From an optimization exercise on the open Yosys and OpenROAD flow, aimed at small area, a short achievable clock period and few clock cycles per item; shortcuts taken in it are not production practice. At most, simulation tests tie the RTL to the original design; equivalence was not proved.

==> flow/design.v <==
module tinyenc
#(
  parameter        SHL   =  4,
  parameter        SHR   =  5
)
(
   input     [15:0] delta,
   input     [ 2:0] round,
   input     [31:0] kh,
   input            g,
  output            valid,
  output     [31:0] rdata,
   input     [31:0] wdata,
   input            write,
   input            clk, rstb
);
reg        busy, wt;
reg [ 6:0] c;             
reg [15:0] p, q, sum;
assign valid = ~busy;
assign rdata = {q, p};
wire        step = busy & ~wt;
wire        rend = step & g;                  
wire [ 6:0] mask = ~(7'h7f << round);          
wire        last = &(c | ~mask);
wire [15:0] ka = kh[15:0];
wire [15:0] kb = kh[31:16];
wire [15:0] f  = ((q<<SHL) + ka) ^ (q + sum) ^ ((q>>SHR) + kb);
always @(negedge rstb or posedge clk) begin
  if (~rstb) busy <= 1'b0;
  else if (~busy) busy <= write;
  else if (rend & last) busy <= 1'b0;
end
always @(posedge clk) begin
  wt  <= ~busy & ~g;
  c   <= busy ? c + {6'd0, rend} : 7'd0;
  sum <= busy ? sum + (rend ? delta : 16'd0) : delta;
  if (~busy) begin
    if (write) begin
      p <= wdata[15:0];
      q <= wdata[31:16];
    end
  end
  else if (step) begin
    p <= q;
    q <= p + f;
  end
end
endmodule
module tinydec
#(
  parameter        SHL   =  4,
  parameter        SHR   =  5
)
(
   input     [15:0] delta,
   input     [ 2:0] round,
   input     [31:0] kh,
   input            g,
  output            valid,
  output     [31:0] rdata,
   input     [31:0] wdata,
   input            write,
   input            clk, rstb
);
reg        busy, wt;
reg [ 6:0] c;             
reg [15:0] p, q, sum;
assign valid = ~busy;
assign rdata = {p, q};
wire        step = busy & ~wt;
wire        rend = step & ~g;                 
wire [ 6:0] mask = ~(7'h7f << round);          
wire        last = &(c | ~mask);
wire [15:0] ka = kh[15:0];
wire [15:0] kb = kh[31:16];
wire [15:0] f  = ((q<<SHL) + ka) ^ (q + sum) ^ ((q>>SHR) + kb);
always @(negedge rstb or posedge clk) begin
  if (~rstb) busy <= 1'b0;
  else if (~busy) busy <= write;
  else if (rend & last) busy <= 1'b0;
end
always @(posedge clk) begin
  wt  <= ~busy & g;
  c   <= busy ? c + {6'd0, rend} : 7'd0;
  sum <= busy ? sum - (rend ? delta : 16'd0) : delta << round;
  if (~busy) begin
    if (write) begin
      p <= wdata[31:16];
      q <= wdata[15:0];
    end
  end
  else if (step) begin
    p <= q;
    q <= p - f;
  end
end
endmodule
module tea (
   input        clk,
   input        rstb,
   input [15:0] delta,
   input [ 2:0] round,
   input [63:0] key,
   input        enc_write,
   input [31:0] enc_wdata,
  output        enc_valid,
  output [31:0] enc_rdata,
   input        dec_write,
   input [31:0] dec_wdata,
  output        dec_valid,
  output [31:0] dec_rdata
);
reg        g;
reg [31:0] kreg;
always @(negedge rstb or posedge clk) begin
  if (~rstb) g <= 1'b0;
  else       g <= ~g;
end
always @(posedge clk) begin
  kreg <= g ? key[31:0] : key[63:32];
end
tinyenc #(
  .SHL(4),
  .SHR(5)
)
u_enc (
  .delta(delta),
  .round(round),
  .kh(kreg),
  .g(g),
  .valid(enc_valid),
  .rdata(enc_rdata),
  .wdata(enc_wdata),
  .write(enc_write),
  .clk(clk), .rstb(rstb)
);
tinydec #(
  .SHL(4),
  .SHR(5)
)
u_dec (
  .delta(delta),
  .round(round),
  .kh(kreg),
  .g(g),
  .valid(dec_valid),
  .rdata(dec_rdata),
  .wdata(dec_wdata),
  .write(dec_write),
  .clk(clk), .rstb(rstb)
);
endmodule
Settings: LEC_CHECK=0, ABC_AREA=1, CAP_MARGIN=20, CORE_MARGIN=2, CORE_UTILIZATION=40, SLEW_MARGIN=20; clock period 11.0 ns.
standard.sh (not shown) runs the stock make flow with config.mk's settings and CLKGATE_MAP_FILE= SYNTH_SCRIPT=/design/flow/synth_recipe.tcl, a recipe that flattens the netlist after the stock synthesis.
==> flow/flow/run.sh <==
#!/bin/bash
# Standard ORFS layout, with the port buffers made of buf_1 cells instead of
# the larger, slower cell buffer_ports picks by default.
set -o pipefail
export BUFFER_PORTS_ARGS="-buffer_cell sky130_fd_sc_hd__buf_1"
export SETUP_SLACK_MARGIN=7.0
bash standard.sh > standard.log 2>&1
The starting point completed with no timing, DRC or antenna violations.
Change:
--- a/flow/flow/run.sh
+++ b/flow/flow/run.sh
@@ -6 +6 @@
-export SETUP_SLACK_MARGIN=7.0
+export SETUP_SLACK_MARGIN=7.5
--- a/flow/config.mk
+++ b/flow/config.mk
@@ -8 +7,0 @@
-export ABC_AREA = 1
- The new run produced a clean layout
- synthesized area decreases by 6.5%
- cell count decreases by 20%
- setup slack degrades by 0.34 ns
- via count decreases by 14%
- global-route usage decreases by 1.1 points
- clock skew increases by 0.0064 ns
- cell area increases by 6.5%
No run of this note included a check of the RTL's function; only the layout flow was run.


v6:
Starts from the design.v that is shown in full above.
clock: 11.0 ns
lec_check: 0
cap_margin: 20
core_margin: 2
core_utilization: 40
slew_margin: 20
==> flow/flow/run.sh <==
#!/bin/bash
# Standard ORFS layout, with the port buffers made of buf_1 cells instead of
# the larger, slower cell buffer_ports picks by default.
set -o pipefail
export BUFFER_PORTS_ARGS="-buffer_cell sky130_fd_sc_hd__buf_1"
export SETUP_SLACK_MARGIN=6.9
bash standard.sh > standard.log 2>&1
For v7, these inputs were changed with respect to v6:
- CTS_CLUSTER_SIZE now 30, previously not set
- PLACE_DENSITY now 0.75, previously not set
- CTS_BUF_LIST now sky130_fd_sc_hd__clkbuf_8, previously not set
- CORE_UTILIZATION now 65, was 40
diff --git a/flow/flow/run.sh b/flow/flow/run.sh
--- a/flow/flow/run.sh
+++ b/flow/flow/run.sh
@@ -6 +5,0 @@
-export SETUP_SLACK_MARGIN=6.9
### Flow results
- Compared with v6, placement density in the core of v7 is higher.
- v7 ends up with higher final clock period utilization by the worst path than v6 does.
- The final reports for v7 and v6 show critical path depth higher in the former.
- Compared with v6, v7 has less setup slack.
Function was not checked in any run of this note: the RTL went through the layout flow alone.


tea, a different RTL version from the one above (not shown whole).
Size in the first run: ~1800 cells after synthesis, about 150 flip-flops, ~13000 sq um of cells after synthesis.
==> flow/config.mk <==
export PLATFORM = sky130hd
export DESIGN_NAME = tea
export DESIGN_NICKNAME = tea
export VERILOG_FILES = /design/flow/design.v
export SDC_FILE = /design/flow/constraint.sdc
export NUM_CORES = 4
export LEC_CHECK = 0
export ABC_AREA = 1
export CAP_MARGIN = 20
export CORE_MARGIN = 2
export CORE_UTILIZATION = 40
export SLEW_MARGIN = 20
==> flow/constraint.sdc <==
create_clock -name core_clock -period 11.0 [get_ports {clk}]
set_input_delay 2.2000 -clock core_clock [delete_from_list [all_inputs] [get_ports {clk}]]
set_output_delay 2.2000 -clock core_clock [all_outputs]
set_load 0.01 [all_outputs]
==> flow/flow/run.sh <==
#!/bin/bash
# Standard ORFS layout, with the port buffers made of buf_1 cells instead of
# the larger, slower cell buffer_ports picks by default.
set -o pipefail
export BUFFER_PORTS_ARGS="-buffer_cell sky130_fd_sc_hd__buf_1"
export SETUP_SLACK_MARGIN=7.6
bash standard.sh > standard.log 2>&1
The starting point finished with timing, DRC and antenna clean.
Testbench counts at the start, summed over its fixed seeds: cycles 85,704, items 2,560.
Edit:
--- a/flow/flow/run.sh
+++ b/flow/flow/run.sh
@@ -4,4 +4,4 @@
 set -o pipefail
 export BUFFER_PORTS_ARGS="-buffer_cell sky130_fd_sc_hd__buf_1"
-export SETUP_SLACK_MARGIN=7.6
+export SETUP_SLACK_MARGIN=7.3
 bash standard.sh > standard.log 2>&1
--- a/flow/config.mk
+++ b/flow/config.mk
@@ -10,3 +10,4 @@
 export CORE_MARGIN = 2
 export CORE_UTILIZATION = 40
+export CTS_BUF_LIST = sky130_fd_sc_hd__clkbuf_8
 export SLEW_MARGIN = 20
=> The new run passed the timing, design-rule and antenna checks; final area is lower by roughly a tenth; non-clock buffer count decreases by 66; hold slack gets worse by 4.3 ps; via count is lower by a few percent.
Edit:
--- a/flow/flow/run.sh
+++ b/flow/flow/run.sh
@@ -4,4 +4,4 @@
 set -o pipefail
 export BUFFER_PORTS_ARGS="-buffer_cell sky130_fd_sc_hd__buf_1"
-export SETUP_SLACK_MARGIN=7.3
+export SETUP_SLACK_MARGIN=7.2
 bash standard.sh > standard.log 2>&1
Effect: The changed run finished clean; routed wire length is lower by 1.5%; first-iteration DRC count drops by 24%; cell area is lower by 2.2%; global-route usage goes up by 0.26 points; sequential share of layout area goes up by 0.53 points; non-clock buffer count goes down by 12; count of clock-buffer cells in the layout is lower by 1; utilization went down by 1.1 points; worst setup slack degrades by 110 ps.
Edit:
--- a/flow/flow/run.sh
+++ b/flow/flow/run.sh
@@ -4,4 +4,4 @@
 set -o pipefail
 export BUFFER_PORTS_ARGS="-buffer_cell sky130_fd_sc_hd__buf_1"
-export SETUP_SLACK_MARGIN=7.2
+export SETUP_SLACK_MARGIN=7.0
 bash standard.sh > standard.log 2>&1
Result: First-iteration DRC count grows by 14%. Synthesized cell count is unchanged. Maximum frequency shrinks by 1.1%. Synthesized area stays the same. Cell count shrinks by 0.69%. Worst setup slack gets worse by 42 ps. Final area shrinks by 1.0%. Routed wire length shrinks by 2.0%. Non-clock buffer count shrinks by 17. Worst hold slack gets worse by 8.8 ps.
Edit:
--- a/flow/flow/run.sh
+++ b/flow/flow/run.sh
@@ -4,4 +4,4 @@
 set -o pipefail
 export BUFFER_PORTS_ARGS="-buffer_cell sky130_fd_sc_hd__buf_1"
-export SETUP_SLACK_MARGIN=7.0
+export SETUP_SLACK_MARGIN=7.3
 bash standard.sh > standard.log 2>&1
--- a/flow/config.mk
+++ b/flow/config.mk
@@ -10,4 +10,3 @@
 export CORE_MARGIN = 2
 export CORE_UTILIZATION = 40
-export CTS_BUF_LIST = sky130_fd_sc_hd__clkbuf_8
 export SLEW_MARGIN = 20
- The changed run went through all stages and came out clean
- via count came out higher by a few percent
- area after synthesis stays the same
- critical path depth went down by 5
- sequential share of layout area is lower by 1.2 points
- global-route usage grows by 0.19 points
- synthesized cell count does not change
- wire length rose by a few percent
- final area is higher by a few percent

-- static timing again, ports no longer ideal --
Ports are ideal in the flow. The routed layouts listed here were re-timed in OpenROAD.
Step 1: set_driving_cell puts a clkbuf_16 on clk and a buf_2 on each other input, an assumption about the parent block.
Step 2 moves the port delays by t, midway between the first and last clock arrival at a register: inputs arrive t later, outputs are due t later. That takes back most of the time a late clock gives input paths.
Three values: ideal ports, drivers, drivers and shift; two values: the first two.
run	t (ns)	setup slack, ns	worst hold slack (ns)	worst data-port slew with drivers (ns)	cell pins on the clock port's net
the first run of note 1	0.500	7.209 / 7.199 / 6.730	0.468 / 0.468 / 0.468	0.06	1
the second run of note 1	0.490	6.867 / 6.867 / 6.379	0.515 / 0.515 / 0.515	0.07	1
v6	0.487	6.838 / 6.838 / 6.369	0.510 / 0.510 / 0.510	0.07	1
v7	0.502	5.656 / 5.656 / 5.656	0.493 / 0.493 / 0.493	0.04	1
the first run of note 3	0.507	7.436 / 7.407 / 7.119	0.538 / 0.538 / 0.538	0.07	1
the second run of note 3	0.552	7.402 / 7.351 / 6.917	0.534 / 0.534 / 0.534	0.05	1
the third run of note 3	0.540	7.297 / 7.250 / 6.869	0.523 / 0.523 / 0.523	0.05	1
the fourth run of note 3	0.542	7.254 / 7.208 / 6.787	0.514 / 0.514 / 0.514	0.05	1
the fifth run of note 3	0.491	7.394 / 7.406 / 6.924	0.534 / 0.534 / 0.534	0.05	1
After both steps setup and hold are still met in every run listed. The setup slack of the second run of note 1, which loses most, moves by 0.000 ns with the drivers and by -0.488 ns with both steps.
